This is an optimization exercise on Yosys and OpenROAD, whose aim is small area, a short achievable clock period and few clock cycles, not a production implementation. Where RTL was checked, it was by simulation tests only, not by an equivalence proof against the original. Power figures rest on the tool's default switching activity, not on a simulated workload.

==> flow/design.v (excerpt) <==
module Freq_Counter (clock, iReset_N, SW1, iValid, iPixel, oReady, oValid, iPixel_new);
input	clock, iReset_N;
input	SW1;
input	iValid;
input	[7:0] iPixel;
output	oReady;
output reg oValid;
output reg [7:0] iPixel_new;
localparam S_CLEAR = 3'd0;		 
localparam S_COUNT = 3'd1;		 
localparam S_DRAIN = 3'd2;		 
localparam S_PASS  = 3'd3;		 
localparam S_WAIT  = 3'd4;		 
(* fsm_encoding = "none" *)
reg [2:0]  state;
reg        rdy;
reg [3:0]  ph;					 
reg [3:0]  tr;					 
reg [13:0] pixel_count;			 
reg [1:0]  drain_wait;
reg        lut_valid;
reg        v1, s1;
assign oReady = rdy;			 
wire last_left = v1 ? (pixel_count == 14'd16382) : (pixel_count == 14'd16383);
reg [7:0]  p1;
reg        v2, s2;
reg        v3;					 
reg [7:0]  q3;
reg [7:0]  p2;
reg [7:0]  a2;
reg [7:0]  tb1;					 
reg [15:0] xr, yr;				 
reg [7:0]  xq, yq;				 
reg        x2;					 
reg        pd_v;				 
reg [7:0]  pd_p;
reg [2:0]  pd_q;
wire [3:0] pos_n = p1[3:0] - ph - 4'd1;	 
wire       y_go  = v1 & ~pos_n[0];
wire       merge = pd_v & v1 & (pd_p == p1);
reg [2047:0] tq;				 
wire [7:0]  tq_rd = tq[{a2, 3'b000} +: 8];
always @(posedge clock)
begin
	v1 <= iReset_N & iValid & (state == S_COUNT);
	s1 <= SW1;
	p1 <= iPixel;
	v2 <= iReset_N & v1;
	s2 <= s1 & lut_valid;
	p2 <= p1;
	a2 <= p1 + tb1;
	v3 <= iReset_N & v2;
	q3 <= s2 ? tq_rd : p2;
	oValid <= iReset_N & v3;
	iPixel_new <= q3;
	pd_v <= iReset_N & v1 & pos_n[0];
	pd_p <= p1;
	pd_q <= pos_n[3:1];
	xr   <= (iReset_N & pd_v) ? (16'd1 << pd_p[7:4]) : 16'd0;
	xq   <= 8'd1 << pd_q;
	x2   <= merge;
	yr   <= (iReset_N & y_go & ~merge) ? (16'd1 << p1[7:4]) : 16'd0;
	yq   <= 8'd1 << pos_n[3:1];
end
always @(posedge clock)
begin
  ...
Size in the first run: roughly 22 I/O pins, about 160000 um2 of cells after synthesis.
clock: 11.0 ns
lec_check: 0
abc_clock_period_in_ps: 3500
cap_margin: 20
core_margin: 2
core_utilization: 70
slew_margin: 20
standard.sh (not shown) runs the stock make flow with config.mk's settings and CLKGATE_MAP_FILE= SYNTH_SCRIPT=/design/flow/synth_recipe.tcl, a recipe that flattens the netlist after the stock synthesis.
==> flow/flow/run.sh <==
#!/bin/bash
set -euo pipefail
bash standard.sh SETUP_SLACK_MARGIN=7.6 \
  "BUFFER_PORTS_ARGS=-buffer_cell sky130_fd_sc_hd__buf_4" \
  "CTS_ARGS=-sink_clustering_enable -repair_clock_nets -sink_clustering_size 30 -sink_clustering_max_diameter 60 -dont_use_dummy_load" \
  finish > standard_flow.log 2>&1
Testbench counts at the start, summed over its fixed seeds: cycles 664,224.
Then changed:
--- a/flow/flow/run.sh
+++ b/flow/flow/run.sh
@@ -3 +3 @@
-bash standard.sh SETUP_SLACK_MARGIN=7.6 \
+bash standard.sh SETUP_SLACK_MARGIN=7.4 \
What happened:
- The new run completed without violations
- wire length went down by about 1.3%
- setup slack gets worse by 0.024 ns
- critical path depth stays the same
- clock-buffer cell count falls by 4
- non-clock buffer count goes down by 40
- flip-flop and latch count stays the same
- synthesized cell count does not change
- clock skew came out lower by 0.0086 ns
- combinational power is lower by about 3%
- hold slack gains 0.0057 ns

---

Setup of xenon:
Another version of the RTL of Freq_Counter (not shown whole).
Size: about 10,000 cells after synthesis, about 5,700 flip-flops, roughly 22 I/O pins, about 160,000 um^2 of cells after synthesis.
clock: 11.0 ns
lec_check: 0
abc_clock_period_in_ps: 3500
cap_margin: 20
core_margin: 2
core_utilization: 65
slew_margin: 20
==> flow/flow/run.sh <==
#!/bin/bash
set -euo pipefail
bash standard.sh SETUP_SLACK_MARGIN=7.6 \
  "BUFFER_PORTS_ARGS=-buffer_cell sky130_fd_sc_hd__buf_4" \
  "CTS_ARGS=-sink_clustering_enable -repair_clock_nets -sink_clustering_size 30 -sink_clustering_max_diameter 60 -dont_use_dummy_load" \
  finish > standard_flow.log 2>&1
xenon closes out successfully: all stages finished, all timing, DRC and antenna checks passed.
Testbench counts of xenon, summed over its fixed seeds: cycles 664,224.
For cedar, these inputs were changed with respect to xenon:
--- a/flow/flow/run.sh
+++ b/flow/flow/run.sh
@@ -3 +3 @@
-bash standard.sh SETUP_SLACK_MARGIN=7.6 \
+bash standard.sh SETUP_SLACK_MARGIN=7.8 \
--- a/flow/config.mk
+++ b/flow/config.mk
@@ -11 +11 @@
-export CORE_UTILIZATION = 65
+export CORE_UTILIZATION = 70
==> comparison <==
- On area growth from synthesis to final layout, cedar tracks xenon almost exactly.
- Looking at global-route usage, cedar sits 2.4 points higher than xenon does.
- xenon -> cedar: net load switching power flat
- In cedar, the power consumption came out 0.30% below the value in xenon.
- Setup slack of the critical path after layout, xenon and cedar: higher on xenon
- The lower non-filler instance count after layout of xenon and cedar is in cedar.
- The number of buffers created by CTS in cedar sits 6 below the value recorded for xenon.
Input-level comparison between umber and cedar:
==> flow/flow/run.sh <==
#!/bin/bash
set -euo pipefail
ARGS=(SETUP_SLACK_MARGIN=7.6
  "BUFFER_PORTS_ARGS=-buffer_cell sky130_fd_sc_hd__buf_4"
  "CTS_ARGS=-sink_clustering_enable -repair_clock_nets -sink_clustering_size 30 -sink_clustering_max_diameter 60 -dont_use_dummy_load")
bash standard.sh "${ARGS[@]}" place > standard_place.log 2>&1
PLACE_ODB=$(pwd)/orfs/results/sky130hd/Freq_Counter/base/3_place.odb openroad -no_init -exit flow/pull_outputs.tcl > pull_outputs.log 2>&1
bash standard.sh "${ARGS[@]}" finish > standard_finish.log 2>&1
==> flow/flow/pull_outputs.tcl (new file) <==
# Move each output port's driving flip-flop next to the port's output buffer,
# then legalize. Reads and writes the placed design given in PLACE_ODB.
read_db $::env(PLACE_ODB)
set block [ord::get_db_block]
set moved 0
foreach bterm [$block getBTerms] {
  if {[$bterm getIoType] ne "OUTPUT"} { continue }
  set net [$bterm getNet]
  set buf ""
  foreach it [$net getITerms] { if {[$it isOutputSignal]} { set buf [$it getInst] } }
  if {$buf eq ""} { continue }
  set in ""
  foreach it [$buf getITerms] { if {[$it isInputSignal]} { set in [$it getNet] } }
  if {$in eq ""} { continue }
  set ff ""
  set nload 0
  foreach it [$in getITerms] {
    if {[$it isOutputSignal]} { set ff [$it getInst] } else { incr nload }
  }
  if {$ff eq "" || $nload != 1} { continue }
  if {![[$ff getMaster] isSequential]} { continue }
  set loc [$buf getLocation]
  $ff setLocation [lindex $loc 0] [lindex $loc 1]
  $ff setPlacementStatus PLACED
  incr moved
  puts "moved [$ff getName] next to [$buf getName]"
}
puts "moved $moved flip-flops"
detailed_placement
check_placement -verbose
write_db $::env(PLACE_ODB)
Findings:
Summary of umber over cedar: switching component of the power has decreased; total cell area at the placement stage has remained practically unchanged. Post-cts resize count ended up 24 lower on umber than on cedar. Sequential cell count: cedar vs umber identical. [umber] average detailed-routed wire length per instance fell 0.31 um relative to cedar. umber: buffer share of cell area is 0.23 points lower than what cedar reported. umber was carried through to the last stage, and its layout satisfied the timing, DRC and antenna checks.
Inputs modified between umber and lagoon:
==> flow/flow/run.sh <==
#!/bin/bash
set -euo pipefail
bash standard.sh SETUP_SLACK_MARGIN=7.6 \
  "BUFFER_PORTS_ARGS=-buffer_cell sky130_fd_sc_hd__buf_4" \
  "CTS_ARGS=-sink_clustering_enable -repair_clock_nets -sink_clustering_size 30 -sink_clustering_max_diameter 60 -dont_use_dummy_load" \
  finish > standard_flow.log 2>&1
removed: flow/flow/pull_outputs.tcl
Notes after the runs:
lagoon ran to completion and came out clean on the timing, DRC and antenna checks. Against umber, lagoon comes in 308 lower on count of routing violations after the opening detailed-route iteration. Slowest stage cell on the critical path = dfxtp_2: umber; slowest stage cell on the critical path = dfxtp_4: lagoon. umber → lagoon: number of instances resized during post-cts repair higher, post-layout worst setup margin saw a decrease, power neither gained nor lost much, period utilization went up by 0.36 points, area taken by flip-flops and latches about even. Summary of lagoon over umber: met3 wire length +1.3%; switching power share of the total barely changed; final design area excluding fillers saw little to no change; combinational cell fraction of total power has remained practically unchanged; sequential fraction of total cell area held steady.

---

Another version of the RTL of Freq_Counter (not shown whole).
For scale: roughly 10000 cells after synthesis, roughly 5700 flip-flops, about 22 I/O pins.
export LEC_CHECK = 0
export ABC_CLOCK_PERIOD_IN_PS = 3500
export CAP_MARGIN = 20
export CORE_MARGIN = 2
export CORE_UTILIZATION = 70
export SLEW_MARGIN = 20
create_clock -name core_clock -period 11.0 [get_ports {clock}]
==> flow/flow/run.sh <==
#!/bin/bash
set -euo pipefail
ARGS=(SETUP_SLACK_MARGIN=7.5
  "BUFFER_PORTS_ARGS=-buffer_cell sky130_fd_sc_hd__buf_4"
  "CTS_ARGS=-sink_clustering_enable -repair_clock_nets -sink_clustering_size 30 -sink_clustering_max_diameter 60 -dont_use_dummy_load -balance_levels")
bash standard.sh "${ARGS[@]}" place > standard_place.log 2>&1
PLACE_ODB=$(pwd)/orfs/results/sky130hd/Freq_Counter/base/3_place.odb openroad -no_init -exit flow/pull_outputs.tcl > pull_outputs.log 2>&1
bash standard.sh "${ARGS[@]}" finish > standard_finish.log 2>&1
==> flow/flow/pull_outputs.tcl <==
# Move each output port's driving flip-flop next to the port's output buffer,
# then legalize. Reads and writes the placed design given in PLACE_ODB.
read_db $::env(PLACE_ODB)
set block [ord::get_db_block]
set moved 0
foreach bterm [$block getBTerms] {
  if {[$bterm getIoType] ne "OUTPUT"} { continue }
  set net [$bterm getNet]
  set buf ""
  foreach it [$net getITerms] { if {[$it isOutputSignal]} { set buf [$it getInst] } }
  if {$buf eq ""} { continue }
  set in ""
  foreach it [$buf getITerms] { if {[$it isInputSignal]} { set in [$it getNet] } }
  if {$in eq ""} { continue }
  set ff ""
  set nload 0
  foreach it [$in getITerms] {
    if {[$it isOutputSignal]} { set ff [$it getInst] } else { incr nload }
  }
  if {$ff eq "" || $nload != 1} { continue }
  if {![[$ff getMaster] isSequential]} { continue }
  set loc [$buf getLocation]
  $ff setLocation [lindex $loc 0] [lindex $loc 1]
  $ff setPlacementStatus PLACED
  incr moved
  puts "moved [$ff getName] next to [$buf getName]"
}
puts "moved $moved flip-flops"
detailed_placement
check_placement -verbose
write_db $::env(PLACE_ODB)
The baseline passed the timing, DRC and antenna checks.
Testbench counts at the start, summed over its fixed seeds: cycles 664,224.
Change:
--- a/flow/flow/run.sh
+++ b/flow/flow/run.sh
@@ -5 +5 @@
-  "CTS_ARGS=-sink_clustering_enable -repair_clock_nets -sink_clustering_size 30 -sink_clustering_max_diameter 60 -dont_use_dummy_load -balance_levels")
+  "CTS_ARGS=-sink_clustering_enable -repair_clock_nets -sink_clustering_size 30 -sink_clustering_max_diameter 60 -dont_use_dummy_load")
What happened:
- The changed run passed the timing, DRC and antenna checks
- final cell count is unchanged
- critical path depth does not change
- via count does not change
- fmax is unchanged
- core utilization is unchanged

---

The RTL this note starts from:
==> flow/design.v <==
module Freq_Counter (clock, iReset_N, SW1, iValid, iPixel, oReady, oValid, iPixel_new);
input	clock, iReset_N;
input	SW1;
input	iValid;
input	[7:0] iPixel;
output	oReady;
output reg oValid;
output reg [7:0] iPixel_new;
localparam S_CLEAR = 3'd0;		 
localparam S_COUNT = 3'd1;		 
localparam S_DRAIN = 3'd2;		 
localparam S_PASS  = 3'd3;		 
localparam S_WAIT  = 3'd4;		 
(* fsm_encoding = "none" *)
reg [2:0]  state;
reg        rdy;
reg [3:0]  ph;					 
reg [3:0]  tr;					 
reg [13:0] pixel_count;
reg        drain_first;
reg        lut_valid;
assign oReady = rdy;
reg        v1, s1;
reg [7:0]  p1;
reg        v2, s2;
reg [7:0]  p2;
reg [7:0]  a2;
reg [7:0]  tb1;				 
reg [15:0] rs;					 
reg [15:0] ps;					 
wire [3:0] pos_n = p1[3:0] - ph - 4'd1;
reg [2047:0] tq;				 
wire [7:0]  tq_rd = tq[{a2, 3'b000} +: 8];
always @(posedge clock)
begin
	v1 <= iReset_N & iValid & rdy;
	s1 <= SW1;
	p1 <= iPixel;
	v2 <= iReset_N & v1;
	s2 <= s1 & lut_valid;
	p2 <= p1;
	a2 <= p1 + tb1;
	oValid <= iReset_N & v2;
	iPixel_new <= s2 ? tq_rd : p2;
	rs <= (iReset_N & v1) ? (16'd1 << p1[7:4]) : 16'd0;
	ps <= 16'd1 << pos_n;
end
always @(posedge clock)
begin
	if (!iReset_N)
	begin
		state       <= S_CLEAR;
		rdy         <= 1'b0;
		ph          <= 4'd14;
		pixel_count <= 14'd0;
		lut_valid   <= 1'b0;
	end
	else
	begin
		ph <= ph + 4'd1;
		if (ph == 4'd15)
			tr <= tr + 4'd1;
		case (state)
		S_CLEAR:
			if (ph == 4'd13)
			begin
				state <= S_COUNT;
				rdy   <= 1'b1;
			end
		S_COUNT:
			if (iValid)
			begin
				pixel_count <= pixel_count + 14'd1;
				if (pixel_count == 14'd16383)
				begin
					state       <= S_DRAIN;
					rdy         <= 1'b0;
					drain_first <= 1'b1;
				end
			end
		S_DRAIN:
		begin
			drain_first <= 1'b0;
			tr <= 4'd0;
			if (ph == 4'd15 && !drain_first)
				state <= S_PASS;
		end
		S_PASS:
			if (ph == 4'd15 && tr == 4'd15)
				state <= S_WAIT;
		S_WAIT:
			if (ph == 4'd13)
			begin
				state     <= S_COUNT;
				rdy       <= 1'b1;
				lut_valid <= 1'b1;
			end
		default:
			state <= S_CLEAR;
		endcase
	end
end
wire [16*10-1:0] head_cnt;		 
wire [15:0]      head_ovf;		 
wire             sweep_en = (state == S_COUNT) || (state == S_DRAIN) || (state == S_WAIT);
genvar r, j;
generate
for (r = 0; r < 16; r = r + 1)
begin : ring
	reg  [12*16-1:0] q;
	wire [12*16-1:0] d;
	wire clr = (state == S_CLEAR) || (state == S_PASS && tr == r);
	wire swp = sweep_en && (tr == r);
	for (j = 0; j < 16; j = j + 1)
	begin : pos
		wire       o  = q[12*j + 11];
		wire       c  = q[12*j + 10];
		wire [5:0] hi = q[12*j + 4 +: 6];
		wire [3:0] lo = q[12*j +: 4];
		wire       e  = rs[r] & ps[j];
		wire [4:0] lo_n = {1'b0, lo} + {4'd0, e};
		if (j == 0)
		begin : head
			wire [6:0] hi_n = {1'b0, hi} + {6'd0, c};
			wire       o_n  = o | hi_n[6];
			assign d[12*15 +: 12] = clr ? 12'd0 : {o_n & ~swp, lo_n[4], hi_n[5:0], lo_n[3:0]};
			assign head_cnt[10*r +: 10] = {hi_n[5:0], lo};
			assign head_ovf[r] = o_n;
		end
		else
		begin : body
			assign d[12*(j-1) +: 12] = {o, c | lo_n[4], hi, lo_n[3:0]};
		end
	end
	always @(posedge clock)
		q <= d;
end
endgenerate
reg  [15:0] xv;					 
reg  [7:0]  xtag [0:15];
reg  [3:0]  xext [0:15];
wire [7:0]  xkey = {tr, ph};		 
wire [15:0] xhit;
wire [15:0] xfree_lo;			 
reg  [3:0]  xrd;
integer k;
generate
for (r = 0; r < 16; r = r + 1)
begin : xs
	assign xhit[r] = xv[r] && (xtag[r] == xkey);
	if (r == 0)
		assign xfree_lo[r] = !xv[r];
	else
		assign xfree_lo[r] = !xv[r] && (&xv[r-1:0]);
end
endgenerate
always @(*)
begin
	xrd = 4'd0;
	for (k = 0; k < 16; k = k + 1)
		xrd = xrd | (xhit[k] ? xext[k] : 4'd0);
end
wire x_inc = sweep_en && head_ovf[tr];
always @(posedge clock)
begin
	for (k = 0; k < 16; k = k + 1)
	begin
		if (state == S_CLEAR || (state == S_PASS && tr == 4'd15 && ph == 4'd15))
			xv[k] <= 1'b0;
		else if (x_inc && xhit[k])
			xext[k] <= xext[k] + 4'd1;
		else if (x_inc && !(|xhit) && xfree_lo[k])
		begin
			xv[k]   <= 1'b1;
			xtag[k] <= xkey;
			xext[k] <= 4'd1;
		end
	end
end
reg        hval, hfirst;
reg [13:0] hcnt;
reg        found;
reg [13:0] D;
reg [13:0] N;
reg        nval, nfirst;
reg [21:0] X;
reg        xval, xfirst;
wire [9:0] hsel = head_cnt[10*tr +: 10];
always @(posedge clock)
begin
	hval   <= iReset_N && state == S_PASS;
	hfirst <= (tr == 4'd0) && (ph == 4'd0);
	hcnt   <= {xrd + {3'd0, head_ovf[tr]}, hsel};
	nval   <= iReset_N & hval;
	nfirst <= hfirst;
	if (hval)
	begin
		if (hfirst || !found)
		begin
			found <= (hcnt != 14'd0);
			D     <= (hcnt == 14'd0) ? 14'h3fff : 14'd0 - hcnt;
			N     <= 14'd0;
		end
		else
			N <= N + hcnt;
	end
	xval   <= iReset_N & nval;
	xfirst <= nfirst;
	X      <= {N, 8'd0} - {8'd0, N};
end
wire [14:0] D15 = {1'b0, D};
wire [14:0] t7  = X[21:7];
wire        g7  = t7 >= D15;
wire [20:0] x7  = {g7 ? t7[13:0] - D : t7[13:0], X[6:0]};
wire [14:0] t6  = x7[20:6];
wire        g6  = t6 >= D15;
wire [19:0] x6  = {g6 ? t6[13:0] - D : t6[13:0], x7[5:0]};
reg  [19:0] X1;
reg  [1:0]  q1;
reg         v1d, f1d;
always @(posedge clock)
begin
	X1 <= x6; q1 <= {g7, g6}; v1d <= iReset_N & xval; f1d <= xfirst;
end
wire [14:0] t5  = X1[19:5];
wire        g5  = t5 >= D15;
wire [18:0] x5  = {g5 ? t5[13:0] - D : t5[13:0], X1[4:0]};
wire [14:0] t4  = x5[18:4];
wire        g4  = t4 >= D15;
wire [17:0] x4  = {g4 ? t4[13:0] - D : t4[13:0], x5[3:0]};
reg  [17:0] X2;
reg  [3:0]  q2;
reg         v2d, f2d;
always @(posedge clock)
begin
	X2 <= x4; q2 <= {q1, g5, g4}; v2d <= iReset_N & v1d; f2d <= f1d;
end
wire [14:0] t3  = X2[17:3];
wire        g3  = t3 >= D15;
wire [16:0] x3  = {g3 ? t3[13:0] - D : t3[13:0], X2[2:0]};
wire [14:0] t2  = x3[16:2];
wire        g2  = t2 >= D15;
wire [15:0] x2  = {g2 ? t2[13:0] - D : t2[13:0], x3[1:0]};
reg  [15:0] X3;
reg  [5:0]  q3;
reg         v3d, f3d;
always @(posedge clock)
begin
	X3 <= x2; q3 <= {q2, g3, g2}; v3d <= iReset_N & v2d; f3d <= f2d;
end
wire [14:0] t1  = X3[15:1];
wire        g1  = t1 >= D15;
wire [14:0] x1  = {g1 ? t1[13:0] - D : t1[13:0], X3[0]};
wire        g0  = x1 >= D15;
wire [7:0]  t_new = {q3, g1, g0};
always @(posedge clock)
begin
	tq    <= {v3d ? t_new : tq[7:0], tq[2047:8]};
	tb1 <= (v3d && f3d) ? 8'd254 : tb1 - 8'd1;
end
endmodule
export LEC_CHECK = 0
export ABC_CLOCK_PERIOD_IN_PS = 3500
export CAP_MARGIN = 20
export CORE_MARGIN = 2
export CORE_UTILIZATION = 40
export SLEW_MARGIN = 20
create_clock -name core_clock -period 11.0 [get_ports {clock}]
run.sh (not shown) runs the stock make flow with config.mk's settings and CLKGATE_MAP_FILE= SYNTH_SCRIPT=/design/flow/synth_recipe.tcl, a recipe that flattens the netlist after the stock synthesis.
Stock flow here: none of the scripts above is used.
==> next run, changes <==
- CTS_CLUSTER_DIAMETER: not set -> 60
- CTS_CLUSTER_SIZE: not set -> 30
- SETUP_SLACK_MARGIN: not set -> 5
Routed wire length drops by 2.2%; die area is unchanged; cell count came out lower by 1.8%; design area goes down by 2.7%; power fell by 9.6%; worst setup slack gains 0.83 ns; count of clock-buffer cells in the layout is lower by 412.
No run of this note included a check of the RTL's function; only the layout flow was run.

## static timing again, ports no longer ideal
How much do the figures lean on ideal ports? The routed layouts below were timed once more, with nothing changed but the port constraints.
Step 1 assumes that a clkbuf_16 drives the clock port and a buf_2 every other input.
Step 2 also shifts input and output timing later by t, the mid clock arrival at the registers, as if the neighbouring blocks saw the same clock.
Slacks: no drivers / after step 1 / after step 2; pairs: no drivers / after step 1.
| run | t, ns | slack for setup (ns) | worst data-port slew with drivers (ns) |
|---|---|---|---|
| the first run of note 1 | 0.952 | 7.455 / 7.366 / 7.156 | 0.12 |
| the second run of note 1 | 0.946 | 7.431 / 7.342 / 7.103 | 0.12 |
| xenon | 0.973 | 7.424 / 7.328 / 7.198 | 0.15 |
| cedar | 0.972 | 7.392 / 7.298 / 7.067 | 0.12 |
| umber | 0.954 | 7.442 / 7.349 / 7.200 | 0.12 |
| lagoon | 0.959 | 7.402 / 7.310 / 7.182 | 0.14 |
| the first run of note 3 | 0.962 | 7.470 / 7.380 / 7.230 | 0.07 |
| the second run of note 3 | 0.962 | 7.470 / 7.380 / 7.230 | 0.07 |
| the first run of note 4 | 1.083 | 4.442 / 4.442 / 4.442 | 0.05 |
| the second run of note 4 | 1.023 | 5.270 / 5.270 / 5.270 | 0.04 |
After both steps setup and hold are still met in every run listed. For the second run of note 1, which loses most, drivers alone change the setup slack by -0.089 ns; drivers and shift together by -0.328 ns.
